From an optimization exercise on the open Yosys and OpenROAD flow, aimed at small area, a short achievable clock period and few clock cycles per item; shortcuts taken in it are not production practice. No activity file was given, so power comes from the tool's default toggle rates.

## branch indigo
==> flow/design.v (excerpt) <==
module SME(clk,reset,chardata,isstring,ispattern,valid,match,match_index);
input clk;
input reset;
input [7:0] chardata;
input isstring;
input ispattern;
output match;
output [4:0] match_index;
output valid;
localparam [6:0] HAT    = 7'h5E ;  
localparam [6:0] DOLLAR = 7'h24 ;  
localparam [6:0] POINT  = 7'h2E ;  
localparam [6:0] STAR   = 7'h2A ;  
localparam [6:0] SPACE  = 7'h20 ;  
reg  [6:0] str_B_rf [0:31];
reg  [5:0] str_length_cnt;
reg        isstring_d, ispattern_d;
reg [33:0] F;
reg  [4:0] off;           
reg        star_seen;
reg        valid_r, match_r;
reg  [4:0] match_index_r;
wire [6:0] c = chardata[6:0];
wire c_hat    = c == HAT;
wire c_dollar = c == DOLLAR;
wire c_star   = c == STAR;
wire c_point  = c == POINT;
wire first    = ispattern & ~ispattern_d;
wire [31:0] inS;      
wire [31:0] sp;       
wire [31:0] eq;       
genvar j;
generate
for (j = 0; j < 32; j = j + 1) begin: POS
    assign inS[j] = str_length_cnt > 31 - j;
    assign sp[j]  = str_B_rf[j] == SPACE;
    assign eq[j]  = c_point | str_B_rf[j] == c;
end
endgenerate
wire [31:0] start = inS & ~{inS[30:0], 1'b0};
wire [32:0] pre [0:6];
assign pre[0] = F[32:0];
genvar l;
generate
for (l = 0; l < 6; l = l + 1) begin: PRE
    for (j = 0; j < 33; j = j + 1) begin: B
        if ((j >> l) & 1)
            assign pre[l+1][j] = pre[l][j] | pre[l][((j >> l) << l) - 1];
        else
            assign pre[l+1][j] = pre[l][j];
    end
end
endgenerate
wire [33:0] F_hat  = {2'b00, inS & sp, 1'b0} | {2'b00, start};
wire [33:0] F_dol  = {F[32], F[31:0] & sp, 1'b0};
wire [33:0] F_star = first ? {2'b01, inS} : {1'b0, pre[6]};
wire [33:0] F_lit  = {1'b0, (first ? inS : F[31:0]) & eq, 1'b0};
reg [4:0] fs;
integer k;
always @(*) begin
    fs = 5'd0;
    for (k = 33; k >= 0; k = k - 1)
        if (F[k]) fs = k[4:0];
end
wire [4:0] fs_idx = fs + off;
wire [4:0] len5   = str_length_cnt[4:0];
  ...
For scale: ~280 flip-flops, roughly 19 I/O pins, ~14000 µm² of cells after synthesis.
==> flow/config.mk <==
export PLATFORM = sky130hd
export DESIGN_NAME = SME
export DESIGN_NICKNAME = SME
export VERILOG_FILES = /design/flow/design.v
export SDC_FILE = /design/flow/constraint.sdc
export NUM_CORES = 4
export LEC_CHECK = 0
export ABC_CLOCK_PERIOD_IN_PS = 2000
export CAP_MARGIN = 20
export CORE_MARGIN = 2
export CORE_UTILIZATION = 40
export SETUP_SLACK_MARGIN = 4.1
export SLEW_MARGIN = 20
==> flow/constraint.sdc <==
create_clock -name core_clock -period 6.5 [get_ports {clk}]
set_input_delay 1.3000 -clock core_clock [delete_from_list [all_inputs] [get_ports {clk}]]
set_output_delay 1.3000 -clock core_clock [all_outputs]
set_load 0.01 [all_outputs]
run.sh (not shown) runs the stock make flow with config.mk's settings and CLKGATE_MAP_FILE= SYNTH_SCRIPT=/design/flow/synth_recipe.tcl, a recipe that flattens the netlist after the stock synthesis.
branch indigo: no failed stages, no open violations at the end
The following lists how branch raven was set up differently from branch indigo:
- SETUP_SLACK_MARGIN: 4.1 -> 3.8
- ABC_CLOCK_PERIOD_IN_PS: 2000 -> 2700
==> comparison <==
Every run in the comparison, branch raven and branch indigo, completed the flow with a clean layout. Sort branch raven and branch indigo by clock share of power, ascending, and branch raven comes first. branch raven ends up with a critical path depth that is 2 lower than in branch indigo. Going from branch indigo to branch raven, flip-flop and latch count about even, achievable clock frequency higher. Summary of the comparison: sum of routed wire segments on met1 is lower in branch raven, relative to branch indigo. The lower data arrival time of the worst path came out of branch raven. Diff branch indigo -> branch raven | met1 track demand over resource | decrease of 0.73 points.
No run of this note included a check of the RTL's function; only the layout flow was run.

Another version of the RTL of SME (not shown whole).
Size in the first run: roughly 1200 cells after synthesis, about 290 flip-flops, roughly 19 I/O pins, about 14000 sq um of cells after synthesis.
clock: 6.5 ns
lec_check: 0
cap_margin: 20
core_margin: 2
core_utilization: 40
cts_cluster_diameter: 80
cts_cluster_size: 30
setup_slack_margin: 4.0
slew_margin: 20
The first run completed without violations.
Change:
CORE_UTILIZATION = 60   (was 40)
CTS_CLUSTER_DIAMETER = 60   (was 80)
CTS_CLUSTER_SIZE = 25   (was 30)
The changed run completed without violations.
First-iteration DRC count came out higher by 5.9%.
Hold slack loses 9.2 ps.
Wire length came out lower by 7.3%.
Clock power came out higher by 41%.
Change:
CORE_UTILIZATION = 40   (was 60)
CTS_CLUSTER_DIAMETER = unset   (was 60)
CTS_CLUSTER_SIZE = unset   (was 25)
SETUP_SLACK_MARGIN = 4.2   (was 4.0)
Result: The changed run produced a clean layout; sequential power stays flat; cell count grows by 12%; via count went up by 3.4%; total power rose by 3.4%; non-clock buffer count goes up by 33; routed wire length goes up by 8.6%; sequential share of layout area goes down by 3.1 points; setup slack got worse by 13 ps.
No functional check of the RTL was part of any run of this note.

The RTL this note starts from:
==> flow/design.v <==
module SME(clk,reset,chardata,isstring,ispattern,valid,match,match_index);
input clk;
input reset;
input [7:0] chardata;
input isstring;
input ispattern;
output match;
output [4:0] match_index;
output valid;
localparam [6:0] HAT    = 7'h5E ;  
localparam [6:0] DOLLAR = 7'h24 ;  
localparam [6:0] POINT  = 7'h2E ;  
localparam [6:0] STAR   = 7'h2A ;  
localparam [6:0] SPACE  = 7'h20 ;  
reg  [6:0] str_B_rf [0:31];
reg  [5:0] str_length_cnt;
reg        isstring_d, ispattern_d;
reg [33:0] F;
reg  [4:0] off;           
reg        star_seen;
reg        star_d;          
reg  [4:0] star_idx;
reg        valid_r, match_r;
reg  [4:0] match_index_r;
wire [6:0] c = chardata[6:0];
wire c_hat    = c == HAT;
wire c_dollar = c == DOLLAR;
wire c_star   = c == STAR;
wire c_point  = c == POINT;
wire first    = ispattern & ~ispattern_d;
wire [31:0] inS;      
wire [31:0] sp;       
wire [31:0] eqc;      
genvar j;
generate
for (j = 0; j < 32; j = j + 1) begin: POS
    assign inS[j] = str_length_cnt > 31 - j;
    assign sp[j]  = str_B_rf[j] == SPACE;
    assign eqc[j] = str_B_rf[j] == c;
end
endgenerate
wire [31:0] start = inS & ~{inS[30:0], 1'b0};
wire [32:0] pre [0:6];
assign pre[0] = F[32:0];
genvar l;
generate
for (l = 0; l < 6; l = l + 1) begin: PRE
    for (j = 0; j < 33; j = j + 1) begin: B
        if ((j >> l) & 1)
            assign pre[l+1][j] = pre[l][j] | pre[l][((j >> l) << l) - 1];
        else
            assign pre[l+1][j] = pre[l][j];
    end
end
endgenerate
wire [31:0] Fin = first ? inS : F[31:0];
wire [33:0] F_hat  = {2'b00, inS & sp, 1'b0} | {2'b00, start};
wire [33:0] F_dol  = {F[32], F[31:0] & sp, 1'b0};
wire [33:0] F_star = first ? {2'b01, inS} : {1'b0, pre[6]};
wire [33:0] F_pt   = {1'b0, Fin, 1'b0};
wire [33:0] F_fix  = ({34{c_hat}} & F_hat) | ({34{c_dollar}} & F_dol) |
                     ({34{c_star}} & F_star) | ({34{c_point}} & F_pt);
wire [33:0] F_lit  = {1'b0, Fin & eqc, 1'b0};
reg [4:0] fs;
integer k;
always @(*) begin
    fs = 5'd0;
    for (k = 33; k >= 0; k = k - 1)
        if (F[k]) fs = k[4:0];
end
wire [4:0] gen = fs & off;
wire [4:0] prp = fs ^ off;
wire [4:0] cry;
assign cry[0] = 1'b0;
assign cry[1] = gen[0];
assign cry[2] = gen[1] | prp[1] & gen[0];
assign cry[3] = gen[2] | prp[2] & gen[1] | prp[2] & prp[1] & gen[0];
assign cry[4] = gen[3] | prp[3] & gen[2] | prp[3] & prp[2] & gen[1] |
                prp[3] & prp[2] & prp[1] & gen[0];
wire [4:0] fs_idx = prp ^ cry;
wire [4:0] len5   = str_length_cnt[4:0];
wire [4:0] len_m1 = len5 - 5'd1;
wire [4:0] off_m1 = off - 5'd1;
wire       c_cnt  = ~c_hat & ~c_star;
integer i;
always @(posedge clk)
begin: STR_RF
    if(isstring)
    begin
        for (i = 0; i < 31; i = i + 1)
            str_B_rf[i] <= str_B_rf[i+1];
        str_B_rf[31] <= c;
    end
end
always @(posedge clk)
begin: LEN_CNT
    if(isstring)
        str_length_cnt <= isstring_d ? str_length_cnt + 6'd1 : 6'd1;
end
always @(posedge clk or posedge reset)
begin: FLAGS
    if(reset)
    begin
        isstring_d  <= 1'b0;
        ispattern_d <= 1'b0;
        valid_r     <= 1'b0;
        match_r     <= 1'b0;
    end
    else
    begin
        isstring_d  <= isstring;
        ispattern_d <= ispattern;
        valid_r     <= ispattern_d & ~ispattern;
        match_r     <= ispattern_d & ~ispattern & (|F);
    end
end
always @(posedge clk)
begin: MATCH
    F <= F_fix | F_lit;
    off <= first ? (c_cnt ? len_m1 : len5) : (c_cnt ? off_m1 : off);
    star_seen <= (first ? 1'b0 : star_seen) | c_star;
    star_d    <= ispattern & c_star;
    if(star_d)
        star_idx <= fs_idx;
    match_index_r <= (star_seen & ~star_d) ? star_idx : fs_idx;
end
assign valid       = valid_r;
assign match       = match_r;
assign match_index = match_index_r;
endmodule
make LEC_CHECK=0 CAP_MARGIN=20 CORE_MARGIN=2 CORE_UTILIZATION=40 SETUP_SLACK_MARGIN=3.8 SLEW_MARGIN=20 finish   # period 6.5 ns
The first run passed the timing, design-rule and antenna checks.
Rerun with:
--- a/flow/config.mk
+++ b/flow/config.mk
@@ -6,7 +6,7 @@
 export NUM_CORES = 4
 export LEC_CHECK = 0
-export CAP_MARGIN = 20
+export CAP_MARGIN = 0
 export CORE_MARGIN = 2
 export CORE_UTILIZATION = 40
 export SETUP_SLACK_MARGIN = 3.8
-export SLEW_MARGIN = 20
+export SLEW_MARGIN = 0
After rerunning: The new run completed without violations. Utilization is unchanged. Clock power is about the same. Sequential power hardly moves. Worst setup slack does not change. Non-clock buffer count does not change. Area after synthesis does not change. Power is unchanged. Worst hold slack stays the same.
Rerun with:
--- a/flow/config.mk
+++ b/flow/config.mk
@@ -6,7 +6,9 @@
 export NUM_CORES = 4
 export LEC_CHECK = 0
-export CAP_MARGIN = 0
+export CAP_MARGIN = 20
 export CORE_MARGIN = 2
 export CORE_UTILIZATION = 40
+export CTS_CLUSTER_DIAMETER = 80
+export CTS_CLUSTER_SIZE = 30
 export SETUP_SLACK_MARGIN = 3.8
-export SLEW_MARGIN = 0
+export SLEW_MARGIN = 20
After rerunning: First-iteration DRC count went up by 16%. Clock power decreases by 36%. Die area is unchanged.
Function was not checked in any run of this note: the RTL went through the layout flow alone.

## separate check: timing with driven ports
No port has a modelled driver above. Below, the same layouts with a new extraction and two added sets of constraints.
Step 1 (the two cells are an assumption about what drives the block):
set clk [get_ports {clk}]
set_driving_cell -lib_cell sky130_fd_sc_hd__clkbuf_16 $clk
set_driving_cell -lib_cell sky130_fd_sc_hd__buf_2 [delete_from_list [all_inputs] $clk]
Step 2 moves the port delays by t, midway between the first and last clock arrival at a register: inputs arrive t later, outputs are due t later. That takes back most of the time a late clock gives input paths.
Three values: no drivers, after step 1, after step 2; two values: the first two.
| run | t (ns) | setup WS [ns] | worst register clock-pin slew, ns |
|---|---|---|---|
| branch indigo | 0.623 | 3.617 / 3.617 / 3.342 | 0.07 / 0.07 |
| branch raven | 0.613 | 3.644 / 3.644 / 3.219 | 0.06 / 0.06 |
| the first run of note 2 | 0.562 | 3.653 / 3.653 / 3.275 | 0.11 / 0.11 |
| the second run of note 2 | 0.592 | 3.677 / 3.677 / 3.272 | 0.09 / 0.09 |
| the third run of note 2 | 0.613 | 3.663 / 3.663 / 3.313 | 0.07 / 0.07 |
| the first run of note 3 | 0.613 | 3.723 / 3.723 / 3.242 | 0.06 / 0.06 |
| the second run of note 3 | 0.613 | 3.723 / 3.723 / 3.242 | 0.06 / 0.06 |
| the third run of note 3 | 0.562 | 3.695 / 3.695 / 3.309 | 0.12 / 0.12 |
After both steps setup and hold are still met in every run listed.
